Source: an optimization exercise on an open RTL-to-GDS flow (aim: small area, a short achievable clock period and few clock cycles per item). Production flows keep margins and buffers that such runs may drop.
Only simulation tests tie the RTL to the original design; equivalence was not proved.
Power and IR drop assume default switching activity.

==> 03-15: inputs <==
// Full_Connect
module Full_Connect (
    input              aclk,
    input              aresetn,
    input              s_valid,
    input  [31:0]      s_data,
    output             s_ready,
    output             m_valid,
    output [16*32-1:0] m_data
);
==> module Full_Connect, before the edit <==
module Full_Connect (
    input              aclk,
    input              aresetn,
    input              s_valid,
    input  [31:0]      s_data,
    output             s_ready,
    output             m_valid,
    output [16*32-1:0] m_data
);
    localparam N = 16;
    reg         busy;        
    reg  [63:0] pos;         
    reg  [63:0] posn;        
    reg         ready;       
    reg         l1, l2, l3;  
    reg         f1, f1n;     
    reg  [31:0] x1, x1n;     
    reg  [12*N-1:0] sel1;
    wire [12*N-1:0] sel, seln;
    wire [32*N-1:0] init;
    wire take = busy | s_valid;
    assign s_ready = ready;
    always @(posedge aclk or negedge aresetn) begin
        if (!aresetn) begin
            busy  <= 1'b0;
            ready <= 1'b1;
            pos   <= 64'd1;
            posn  <= ~64'd1;
            l1   <= 1'b0;
            l2   <= 1'b0;
            l3   <= 1'b0;
        end
        else begin
            if (take) begin
                pos   <= {pos[62:0], pos[63]};
                posn  <= {posn[62:0], posn[63]};
                busy  <= !pos[63];
                ready <= pos[63];
            end
            l1 <= take & pos[63];
            l2 <= l1;
            l3 <= l2;
        end
    end
    Weight_ROM #(.N(N)) Weight_ROM (
        .addr(pos),
        .sel(sel),
        .init(init)
    );
    Weight_ROM #(.N(N)) Weight_ROM_n (
        .addr(~posn),
        .sel(seln),
        .init()
    );
    always @(posedge aclk) begin
        x1   <= s_data;
        x1n  <= ~s_data;
        sel1 <= {seln[12*N-1:6*N], sel[6*N-1:0]};
        f1   <= pos[0];
        f1n  <= !pos[0];
    end
    genvar i;
    generate
        for (i = 0; i < N; i = i + 1) begin : neuron
            Mul_Accumulate #(.IDX(i)) Mul_Accumulate (
                .clk(aclk),
                .first(i < N/2 ? f1 : !f1n),
                .init(init[32*i+31:32*i]),
                .sel(sel1[12*i+11:12*i]),
                .data(i < N/2 ? x1 : ~x1n),
                .Dout(m_data[32*i+31:32*i])
            );
        end
    endgenerate
    assign m_valid = l3;
endmodule
Settings: LEC_CHECK=0, CAP_MARGIN=20, CORE_MARGIN=2, CORE_UTILIZATION=40, SETUP_SLACK_MARGIN=4.8, SLEW_MARGIN=20, SYNTH_MEMORY_MAX_BITS=16384; clock period 8.0 ns.
run.sh (not shown) runs the stock make flow with config.mk's settings and CLKGATE_MAP_FILE= SYNTH_SCRIPT=/design/flow/synth_recipe.tcl, a recipe that flattens the netlist after the stock synthesis.
==> 04-02: changes against 03-15 <==
--- a/flow/design.v
+++ b/flow/design.v
@@ -4331,13 +4331,12 @@
     localparam N = 16;
     reg         busy;        
     reg  [63:0] pos;         
-    reg  [63:0] posn;        
     reg         ready;       
     reg         l1, l2, l3;  
     reg         f1, f1n;     
     reg  [31:0] x1, x1n;     
     reg  [12*N-1:0] sel1;
-    wire [12*N-1:0] sel, seln;
+    wire [12*N-1:0] sel;
     wire [32*N-1:0] init;
     wire take = busy | s_valid;
     assign s_ready = ready;
@@ -4346,7 +4345,6 @@
             busy  <= 1'b0;
             ready <= 1'b1;
             pos   <= 64'd1;
-            posn  <= ~64'd1;
             l1   <= 1'b0;
             l2   <= 1'b0;
             l3   <= 1'b0;
@@ -4354,7 +4352,6 @@
         else begin
             if (take) begin
                 pos   <= {pos[62:0], pos[63]};
-                posn  <= {posn[62:0], posn[63]};
                 busy  <= !pos[63];
                 ready <= pos[63];
             end
@@ -4368,15 +4365,10 @@
         .sel(sel),
         .init(init)
     );
-    Weight_ROM #(.N(N)) Weight_ROM_n (
-        .addr(~posn),
-        .sel(seln),
-        .init()
-    );
     always @(posedge aclk) begin
         x1   <= s_data;
         x1n  <= ~s_data;
-        sel1 <= {seln[12*N-1:6*N], sel[6*N-1:0]};
+        sel1 <= sel;
         f1   <= pos[0];
         f1n  <= !pos[0];
     end
==> 11-01: changes against 03-15 <==
--- a/flow/design.v
+++ b/flow/design.v
@@ -4332,7 +4332,7 @@
     reg         busy;        
     reg  [63:0] pos;         
     reg  [63:0] posn;        
-    reg         ready;       
+    reg         nready;      
     reg         l1, l2, l3;  
     reg         f1, f1n;     
     reg  [31:0] x1, x1n;     
@@ -4340,11 +4340,11 @@
     wire [12*N-1:0] sel, seln;
     wire [32*N-1:0] init;
     wire take = busy | s_valid;
-    assign s_ready = ready;
+    assign s_ready = !nready;
     always @(posedge aclk or negedge aresetn) begin
         if (!aresetn) begin
             busy  <= 1'b0;
-            ready <= 1'b1;
+            nready <= 1'b0;
             pos   <= 64'd1;
             posn  <= ~64'd1;
             l1   <= 1'b0;
@@ -4356,7 +4356,7 @@
                 pos   <= {pos[62:0], pos[63]};
                 posn  <= {posn[62:0], posn[63]};
                 busy  <= !pos[63];
-                ready <= pos[63];
+                nready <= !(pos[63] | pos[62]);
             end
             l1 <= take & pos[63];
             l2 <= l1;
==> 10-27: changes against 03-15 <==
--- a/flow/design.v
+++ b/flow/design.v
@@ -4332,7 +4332,7 @@
     reg         busy;        
     reg  [63:0] pos;         
     reg  [63:0] posn;        
-    reg         ready;       
+    reg         nready;      
     reg         l1, l2, l3;  
     reg         f1, f1n;     
     reg  [31:0] x1, x1n;     
@@ -4340,11 +4340,11 @@
     wire [12*N-1:0] sel, seln;
     wire [32*N-1:0] init;
     wire take = busy | s_valid;
-    assign s_ready = ready;
+    assign s_ready = !nready;
     always @(posedge aclk or negedge aresetn) begin
         if (!aresetn) begin
             busy  <= 1'b0;
-            ready <= 1'b1;
+            nready <= 1'b0;
             pos   <= 64'd1;
             posn  <= ~64'd1;
             l1   <= 1'b0;
@@ -4356,7 +4356,7 @@
                 pos   <= {pos[62:0], pos[63]};
                 posn  <= {posn[62:0], posn[63]};
                 busy  <= !pos[63];
-                ready <= pos[63];
+                nready <= !(pos[63] | pos[62]);
             end
             l1 <= take & pos[63];
             l2 <= l1;
--- a/flow/config.mk
+++ b/flow/config.mk
@@ -8,6 +8,6 @@
 export CAP_MARGIN = 20
 export CORE_MARGIN = 2
 export CORE_UTILIZATION = 40
-export SETUP_SLACK_MARGIN = 4.8
+export SETUP_SLACK_MARGIN = 5.0
 export SLEW_MARGIN = 20
 export SYNTH_MEMORY_MAX_BITS = 16384
==> comparison <==
Sequential cell count is the same in 10-27 and 11-01.
Critical path depth: 11-01 > 04-02 > 10-27 > 03-15.
The lowest global-route usage belongs to 03-15, the highest to 04-02.
Combinational power: 10-27 is larger than 11-01 (about 5%).
Design area, lowest first: 04-02, 11-01, 03-15, 10-27.
Of 10-27 and 03-15, 10-27 has the higher register-to-register slack (gap 0.09 ns).
Clock power is about the same in 03-15 and 10-27.
Against 11-01, the sequential power of 04-02 is lower by about 5%.
The highest maximum frequency belongs to 10-27, the lowest to 04-02.
The highest total power belongs to 10-27, the lowest to 11-01.
Between 03-15 and 11-01, the lower non-clock buffer count is in 03-15 (gap 55).
==> figures <==
                                                                                       11-01                                      04-02                                        10-27                                       03-15
Launch point of the critical path                    neuron[9].Mul_Accumulate.genblk1.u.S[3]                                     pos[6]                                       nready                                      pos[0]
Slack of the critical path                                                           4.79 ns                                    4.61 ns                                      4.80 ns                                     4.66 ns
Total power draw                                                                     67.3 mW                                    67.7 mW                                      69.6 mW                                     67.4 mW
End of the worst register-to-register path       neuron[9].Mul_Accumulate.genblk1.u.Dout[28]  neuron[6].Mul_Accumulate.genblk1.u.sel[0]  neuron[7].Mul_Accumulate.genblk1.u.Dout[30]   neuron[14].Mul_Accumulate.genblk1.u.C[20]
Share of the core filled with cells                                                    0.457                                      0.457                                        0.468                                       0.453
Area taken by flip-flops and latches                                            0.0393 sq mm                               0.0374 sq mm                                 0.0396 sq mm                                0.0392 sq mm
Signal buf overhead                                                                   0.0456                                     0.0482                                       0.0566                                      0.0427
Area taken by multi-input logic gates                                           0.0935 sq mm                               0.0938 sq mm                                 0.0947 sq mm                                0.0950 sq mm
Delay of the slowest cell on the worst path                                          0.45 ns                                    1.02 ns                                      0.49 ns                                     0.65 ns
Share of layout cells above drive strength 1                                           0.109                                     0.0849                                        0.168                                      0.0948
Min Tclk post-route                                                                  3.21 ns                                    3.39 ns                                      3.20 ns                                     3.34 ns
Clock network area share                                                              0.0510                                     0.0512                                       0.0513                                      0.0507
Status                                                                        finished clean                             finished clean                               finished clean                              finished clean
Sequential group power                                                               17.6 mW                                    16.7 mW                                      17.8 mW                                     17.4 mW
Register share of total power                                                          0.261                                      0.247                                        0.256                                       0.258
Count of multi-input combinational gates                                                9959                                      10100                                         9959                                       10300
Site Rows                                                                                217                                        216                                          217                                         219
Count of vias placed by the detailed router                                           106000                                     107000                                       107000                                      107000
Layout-to-synthesis area ratio                                                        1.135x                                     1.135x                                       1.162x                                      1.126x
Final routed wirelength across all metal layers                                       471 mm                                     479 mm                                       469 mm                                      461 mm
Die height                                                                            597 um                                     595 um                                       597 um                                      602 um
RR Startpoint                                        neuron[9].Mul_Accumulate.genblk1.u.S[3]                                     pos[6]      neuron[7].Mul_Accumulate.genblk1.u.C[0]  neuron[14].Mul_Accumulate.genblk1.u.sel[3]
Iter 0 DRT Violations                                                                   8797                                      10200                                         8425                                        8893
Testbench counts of 03-15, summed over its fixed seeds: cycles 24,600, items 384.
Testbench counts of 04-02, summed over its fixed seeds: cycles 24,600, items 384.
Testbench counts of 11-01, summed over its fixed seeds: cycles 24,600, items 384.
Testbench counts of 10-27, summed over its fixed seeds: cycles 24,600, items 384.

-- re-timing with driven ports --
Ports are ideal in the flow. The routed layouts listed here were re-timed in OpenROAD. Step 1 (the two cells are an assumption about what drives the block):
set clk [get_ports {aclk}]
set_driving_cell -lib_cell sky130_fd_sc_hd__clkbuf_16 $clk
set_driving_cell -lib_cell sky130_fd_sc_hd__buf_2 [delete_from_list [all_inputs] $clk]
Step 2, shift: input delay + t, output delay - t, t = (earliest + latest rising clock arrival at the registers) / 2. This alone moves slack from input paths to output paths. Three values: ideal ports, drivers, drivers and shift; two values: the first two.
| run | t (ns) | slack for setup (ns) | latest minus earliest clock arrival (ns) |
|---|---|---|---|
| 03-15 | 1.024 | 4.661 / 4.550 / 3.882 | 0.094 / 0.093 |
| 04-02 | 1.034 | 4.609 / 4.609 / 4.325 | 0.114 / 0.114 |
| 11-01 | 1.048 | 4.786 / 4.692 / 4.172 | 0.090 / 0.090 |
| 10-27 | 1.050 | 4.795 / 4.680 / 4.169 | 0.085 / 0.085 |
After both steps setup and hold are still met in every run listed. The setup slack of 03-15, which loses most, moves by -0.111 ns with the drivers and by -0.779 ns with both steps.
